Context: an optimization exercise on an open-source flow, tuned for small area, a short achievable clock period and few clock cycles per item. The choices shown serve that exercise and are no tape-out recipe. No functional check of the RTL was part of this run.

===== flow/flow/run.sh =====
#!/bin/bash
# The standard layout (the standard.sh, unchanged synthesis) with three
# changes to how it is made:
#  - ports are buffered with a plain buffer (not a delay cell),
#  - the resizer may change a cell's drive strength even when that changes
#    the cell's width (MATCH_CELL_FOOTPRINT 0),
#  - timing repair aims for more setup slack than the design's clock needs.
set -euo pipefail
MARGIN=$(cat flow/margin.txt)
bash standard.sh SETUP_SLACK_MARGIN=$MARGIN MATCH_CELL_FOOTPRINT=0 \
  "BUFFER_PORTS_ARGS=-buffer_cell sky130_fd_sc_hd__buf_4" finish > run_make.log 2>&1

===== flow/flow/margin.txt =====
6.0

===== flow/standard.sh =====
#!/bin/bash
# synth_recipe.tcl (not shown) runs the flow's synth.tcl, then flattens the netlist and writes it again
# the make line also repeats each setting of config.mk as NAME=value (left out here)
make -C /OpenROAD-flow-scripts/flow DESIGN_CONFIG=/design/flow/config.mk WORK_HOME=/design/flow/orfs CLKGATE_MAP_FILE= SYNTH_SCRIPT=/design/flow/synth_recipe.tcl "${@:-finish}"

===== flow/config.mk =====
export PLATFORM = sky130hd
export DESIGN_NAME = e203_muldiv
export DESIGN_NICKNAME = e203_muldiv
export VERILOG_FILES = /design/flow/design.v
export SDC_FILE = /design/flow/constraint.sdc
export NUM_CORES = 8
export LEC_CHECK = 0
export CAP_MARGIN = 20
export CORE_MARGIN = 2
export CORE_UTILIZATION = 60
export SLEW_MARGIN = 20

===== flow/constraint.sdc =====
create_clock -name core_clock -period 11.0 [get_ports {clk}]
set_input_delay 2.2000 -clock core_clock [delete_from_list [all_inputs] [get_ports {clk}]]
set_output_delay 2.2000 -clock core_clock [all_outputs]
set_load 0.01 [all_outputs]

===== flow/design.v =====
module e203_muldiv (
  input         clk,
  input         rst_n,
  input         i_valid,
  output        i_ready,
  input  [2:0]  i_op,
  input  [31:0] i_rs1,
  input  [31:0] i_rs2,
  output        o_valid,
  input         o_ready,
  output [31:0] o_wdat
);
  function [5:0] bitlen;
    input [31:0] v;
    integer i;
    begin
      bitlen = 0;
      for (i = 0; i < 32; i = i + 1)
        if (v[i]) bitlen = i + 1;
    end
  endfunction
  function [2:0] bsel;
    input [2:0] b;
    begin
      bsel[2] = b[0] ^ b[1];
      bsel[1] = (b[2] & ~b[1] & ~b[0]) | (~b[2] & b[1] & b[0]);
      bsel[0] = b[2];
    end
  endfunction
  reg busy, done;
  wire start = i_valid & ~busy;
  assign o_valid = done;
  assign i_ready = done & o_ready;
  wire fin = done & o_ready;
  reg        isdiv, rlo, rop, sqn, anr, bz, dsub;
  reg        dnorm, dfix;     
  reg [5:0]  cnt;
  reg [1:0]  nsel;
  reg [5:0]  ma, mb;
  reg [34:0] mc;           
  reg [33:0] mp;           
  reg [33:0] acc;          
  reg [35:0] lo;           
  reg [2:0]  s0, s1, s2;   
  reg        p0, p1, p2;   
  wire op_div = i_op[2];
  wire [32:0] xin = {(i_op[1:0] != 2'd3) & i_rs1[31], i_rs1};
  wire [32:0] yin = {(i_op[1] == 1'b0) & i_rs2[31], i_rs2};
  function [1:0] wcls;
    input [32:0] v;
    begin
      if (v[32:5] == {28{v[32]}}) wcls = 2'd0;
      else if (v[32:11] == {22{v[32]}}) wcls = 2'd1;
      else if (v[32:17] == {16{v[32]}}) wcls = 2'd2;
      else wcls = 2'd3;
    end
  endfunction
  wire [1:0] cx = wcls(xin);
  wire [1:0] cy = wcls(yin);
  wire swap = cx < cy;
  wire [1:0] cm = swap ? cx : cy;
  wire [32:0] mpl = swap ? xin : yin;
  wire a_neg = ~i_op[0] & i_rs1[31];
  wire b_neg = ~i_op[0] & i_rs2[31];
  wire [5:0] ma_c = bitlen(i_rs1 ^ {32{a_neg}});
  wire [5:0] mb_c = bitlen(i_rs2 ^ {32{b_neg}});
  wire bzero = (i_rs2 == 32'd0);
  wire dskip = bzero | ((ma_c < mb_c) & ~(a_neg & (ma_c + 6'd1 == mb_c)));
  wire [5:0] qs = ma + {5'd0, anr} - mb;
  function [39:0] pp;
    input [2:0] s;
    input [34:0] x;
    reg [39:0] xe;
    begin
      xe = {{5{x[34]}}, x};
      pp = (({40{s[2]}} & xe) | ({40{s[1]}} & {xe[38:0], 1'b0})) ^ {40{s[0]}};
    end
  endfunction
  wire [39:0] ra = {{6{acc[33]}}, acc};
  wire [39:0] rb = pp(s0, mc);
  wire [39:0] rc = {pp(s1, mc), {2{s1[0]}}};    
  wire [39:0] rd = {pp(s2, mc), {4{s2[0]}}};    
  wire [39:0] sx = ra ^ rb ^ rc;
  wire [39:0] cx1 = {(ra[38:0] & rb[38:0]) | (ra[38:0] & rc[38:0]) | (rb[38:0] & rc[38:0]), p0};
  wire [39:0] sy = sx ^ cx1 ^ rd;
  wire [39:0] cy1 = {(sx[38:0] & cx1[38:0]) | (sx[38:0] & rd[38:0]) | (cx1[38:0] & rd[38:0]), p1};
  wire [39:0] sum = sy + cy1 + {39'd0, p2};
  wire acc_ok = (sum[39] == anr);       
  always @(posedge clk or negedge rst_n) begin
    if (!rst_n) begin
      busy <= 1'b0;
      done <= 1'b0;
    end else if (fin) begin
      busy <= 1'b0;
      done <= 1'b0;
    end else if (start) begin
      busy <= 1'b1;
      done <= op_div & dskip;
    end else if (busy & ~done) begin
      done <= isdiv ? (dfix ? 1'b1 : dnorm ? 1'b0 : (cnt == 6'd1) & ~(rop & anr))
                    : (cnt == 6'd1);
    end
  end
  wire [6:0] mnext = mp[12:6];
  always @(posedge clk) begin
    if (start) begin
      isdiv <= op_div;
      rlo <= (i_op[1:0] == 2'd0);
      rop <= i_op[1];
      bz <= bzero;
      sqn <= a_neg ^ b_neg;
      anr <= a_neg;
      dsub <= ~(a_neg ^ b_neg);
      nsel <= cm;
      ma <= ma_c;
      mb <= mb_c;
      if (op_div) begin
        dnorm <= ~dskip;
        dfix <= 1'b0;
        acc <= {{2{a_neg}}, i_rs1};
        mc <= {{3{b_neg}}, i_rs2};
        mp <= 34'd0;
        lo <= {36{1'b1}};
        s0 <= {2'b00, a_neg};
        s1 <= 3'b000;
        s2 <= 3'b000;
        p0 <= 1'b0;
        p1 <= 1'b0;
        p2 <= 1'b0;
      end else begin
        dnorm <= 1'b0;
        dfix <= 1'b0;
        cnt <= (cm == 2'd0) ? 6'd1 : (cm == 2'd1) ? 6'd2 : (cm == 2'd2) ? 6'd3 : 6'd6;
        acc <= 34'd0;
        mc <= swap ? {{2{yin[32]}}, yin} : {{2{xin[32]}}, xin};
        mp <= {mpl, 1'b0};
        s0 <= bsel({mpl[1:0], 1'b0});
        s1 <= bsel(mpl[3:1]);
        s2 <= bsel(mpl[5:3]);
        p0 <= mpl[1];
        p1 <= mpl[3];
        p2 <= mpl[5];
      end
    end else if (busy & ~done) begin
      if (isdiv) begin
        if (dnorm) begin
          dnorm <= 1'b0;
          cnt <= qs + 6'd1;
          mc <= mc << qs;
          acc <= sum[33:0];
          s0 <= {2'b10, dsub};
          p0 <= dsub;
        end else if (dfix) begin
          acc <= sum[33:0];
        end else begin
          cnt <= cnt - 6'd1;
          mc <= {mc[34], mc[34:1]};
          if (acc_ok) acc <= sum[33:0];
          mp <= {mp[32:0], acc_ok};
          lo <= acc_ok ? {lo[35:32], mp[31:0]} << 1 : {lo[34:0], 1'b1};
          if (cnt == 6'd1) begin
            dfix <= rop & anr;
            s0 <= 3'b000;
            p0 <= 1'b0;
            p2 <= 1'b1;
          end
        end
      end else begin
        cnt <= cnt - 6'd1;
        acc <= sum[39:6];
        mp <= {{6{mp[33]}}, mp[33:6]};
        lo <= {sum[5:0], lo[35:6]};
        s0 <= bsel(mnext[2:0]);
        s1 <= bsel(mnext[4:2]);
        s2 <= bsel(mnext[6:4]);
        p0 <= mnext[2];
        p1 <= mnext[4];
        p2 <= mnext[6];
      end
    end
  end
  reg [63:0] prod;
  always @* begin
    case (nsel)
      2'd0: prod = {{24{acc[33]}}, acc, lo[35:30]};
      2'd1: prod = {{18{acc[33]}}, acc, lo[35:24]};
      2'd2: prod = {{12{acc[33]}}, acc, lo[35:18]};
      default: prod = {acc[27:0], lo};
    endcase
  end
  wire [31:0] mres = rlo ? prod[31:0] : prod[63:32];
  wire [31:0] dres = rop ? acc[31:0] : (bz ? 32'hFFFFFFFF : sqn ? ~lo[31:0] : mp[31:0]);
  assign o_wdat = isdiv ? dres : mres;
endmodule

==> impl_metrics.toml <==
[logic_synthesis]
yosysTopAreaCellShare_pct = 24.28
ys.flop_type = "edfxtp_1"
syn_nets = 2804
ys_top_cells_by_area = "edfxtp_1, mux2i_1, fa_1"
yosysTopAreaCell = "edfxtp_1"
ys_types = 86
synth_commonest_cells = "a21oi_1, nor2_1, clkbuf_1"
ys_seq_area_share_pct = 24.60
yosysMostFrequentCell = "a21oi_1"
yosysWarningCount = 1
synthesis.instances = 2592
synth-edff-count = 178
yosys_register_bits = 181
synth-async-reset-ratio_pct = 1.105
syn_area_per_cell_um2 = 8.492
syn_area_mm2 = 0.02201

[setup_path]
timing.critical_path.fanout_max = 8
path_class = "flip-flop to flip-flop"
reg2reg_from = "s0[2]$_DFFE_PP_"
critPathCaptureType = "flip-flop"
worstPathArrival_ns = 5.60
setup.worst_path.start = "s0[2]$_DFFE_PP_"
start_kind = "flip-flop"
worstPathRequired_ns = 11.18

[drt]
m1WireLength_um = 32290
avgRoutedWirePerCell_um = 29.51
dr.max_layer_used = "met4"
dr_wl_met2_um = 37910
viasPerCell = 7.285
wl_met3_um = 13370
drc = 0
wl_um = 91160
drtAntennaViolNets = 0
vias = 22500
drtPass1Iterations = 10
dr.first_iter.drc_count = 3849

[sta]
setup_ws_ns = 5.579
min_period_over_period_pct = 49.28
setup_viol = 0
tns_ns = 0
final_hold_viol_count = 0
fin_crit_ns = 5.421
fmax_mhz = 184.5
tightest_slew_ns = 1.285
clock_skew_ns = 0.02111
slew_violations = 0
rsz0062_at_grt = "yes"
whs_ns = 0.6080
relSlewSlack_pct = 14.22

[min_path]
hold_path.startpoint = "mp[32]$_DFFE_PP_"
hold_path_class = "flip-flop to flip-flop"

[global_route]
first_global_vias = 20810
grt_max_degree = 82
grt_pass1_wl_um = 132900
gr-total-overflow = 0
antenna_found_initial = 1
track_usage_pct = 46.77

[die]
io_pins = 105
core.rowCount = 70
die_w_um = 195.5
die_height_um = 195.5
die_area_mm2 = 0.03823
coreArea_mm2 = 0.03635
initial_utilization_pct = 60.56

[clock_network]
cts_sinks = 181
clock_tree.buffer_depth = 2
worstSkewPairLatency_ns = 0.47
cts_root_buf = "clkbuf_16"
clk_pin_slew_ns = 0.09
htree_levels = 4
cts_tree = "done"
cts_made_buffers = 17

[finish]
nets = 2817
fin_cells = 3089
drive_above_1_share_pct = 20.36
fin_util_pct = 71.16
fill_cells = 2783
syn_to_final_growth_pct = 17.51

[job]
cap_viol_max_count = 0

[placed_design]
port_buffers = 104
hpwl_um = 61990
pre_cts_ws_ns = 4.393
dpl.cell_count = 2938
gp_congestion = 1.057

[run_status]
outcome = "finished clean"
==> layer usage <==
metal  up-vias  GRT usage [%]
met2      1943          66.93
li1       9503              -
met5         -              0
met1     10640          61.85
met3       417          13.18
met4         0          31.10
==> area by class of cell <==
cell class              count  area, um2  area share (%)
repair inverters            2      17.52         0.06772
flip-flops and latches    181       5415           20.94
multi-input cells        1993      16180           62.54
repair buffers            249       2392           9.249
inverters                 161      648.1           2.506
clock inverters            15      197.7          0.7643
clock buffers              17      425.4           1.645
well taps                 468      585.6           2.264
diodes                      3      7.507         0.02902
==> what timing repair did <==
action	in CTS	in global routing
endpoints found under the setup margin	272	180
pin swaps	56	96
cloned	19	2
gates resized for setup	142	117
buffers inserted	72	22
hold buffers	0	0
==> logic make-up (layout without fill, tap and decap cells) <==
family	Yosys count	after routing	synth area share [%]
XOR/XNOR	175	175	7.049
adder cells (fa/ha/maj)	141	141	10.74
multiplexers	237	237	13.42
AND/OR/NAND/NOR	620	621	12.87
other	0	3	0
flip-flops	181	181	24.60
buffers and inverters	421	444	7.549
AO/OA/AOI/OAI	817	819	23.77
==> placed cells by master, fill, tap and decap left out, types with 46 or more instances in the layout <==
master / count
nor2_1: 203
buf_4: 194
a21oi_1: 190
edfxtp_1: 178
nand2_1: 176
inv_1: 156
o21ai_0: 156
mux2i_1: 156
xnor2_1: 111
a22oi_1: 111
fa_1: 77
nand3_1: 57
o22ai_1: 47
xor2_1: 46
==> critical path, cell delays in order (launching register included) <==
cell and delay [ns]:
edfxtp_1 0.45, buf_6 0.16, buf_12 0.14, a22oi_1 0.22, xor2_1 0.21, fa_1 0.45
inv_1 0.10, fa_1 0.49, ha_1 0.32, a21o_1 0.19, a21oi_2 0.14, o21a_1 0.19
o21ai_2 0.09, nand4bb_4 0.21, a31oi_4 0.27, a211o_1 0.21, o311ai_4 0.12, buf_12 0.16
xor2_4 0.15, buf_12 0.18, buf_12 0.14, a21oi_4 0.31, clkbuf_16 0.23
==> final timing paths <==
kind	to	slack, ns	depth (start not counted)
setup / recovery	acc[20]$_DFFE_PP_	5.58	22
max in group asynchronous	busy$_DFFE_PN0P_	9.39	1
hold reg to reg	mp[33]$_DFFE_PP_	0.61	2
setup reg to reg	acc[20]$_DFFE_PP_	5.58	22
min in group asynchronous	done$_DFFE_PN0P_	1.50	1
hold / removal	mp[33]$_DFFE_PP_	0.61	2
==> flip-flops by register name, summed over array words and instances, names as in the netlist, 2 cells and up <==
name and count:
nsel 2, mc 35, acc 34, mb 6, s1 3, mp 34
ma 6, s0 3, lo 36, cnt 6, s2 3
==> metrics by stage <==
stage | area, um2
finish | 25860
global route | 25860
CTS | 25060
detailed placement | 22780
global placement | 22760
floorplan | 22240

## afterwards: timing with drivers on the ports
The flow's constraints put no driver on any port. The routed layout listed below was extracted and timed again, unchanged, in two steps. Step 1: set_driving_cell puts a clkbuf_16 on clk and a buf_2 on each other input, an assumption about the parent block. Step 2 also shifts input and output timing later by t, the mid clock arrival at the registers, as if the neighbouring blocks saw the same clock. Slacks: ideal ports / drivers / drivers and shift; pairs: ideal ports / drivers.
t, ns: 0.522
setup WS [ns]: 5.579 / 5.579 / 5.197
worst hold slack (ns): 0.608 / 0.608 / 0.608
worst register clock-pin slew, ns: 0.09 / 0.09
cell pins on the clock port's net: 1
After both steps this run still meets setup and hold. For this run, drivers alone change the setup slack by 0.000 ns; drivers and shift together by -0.382 ns.
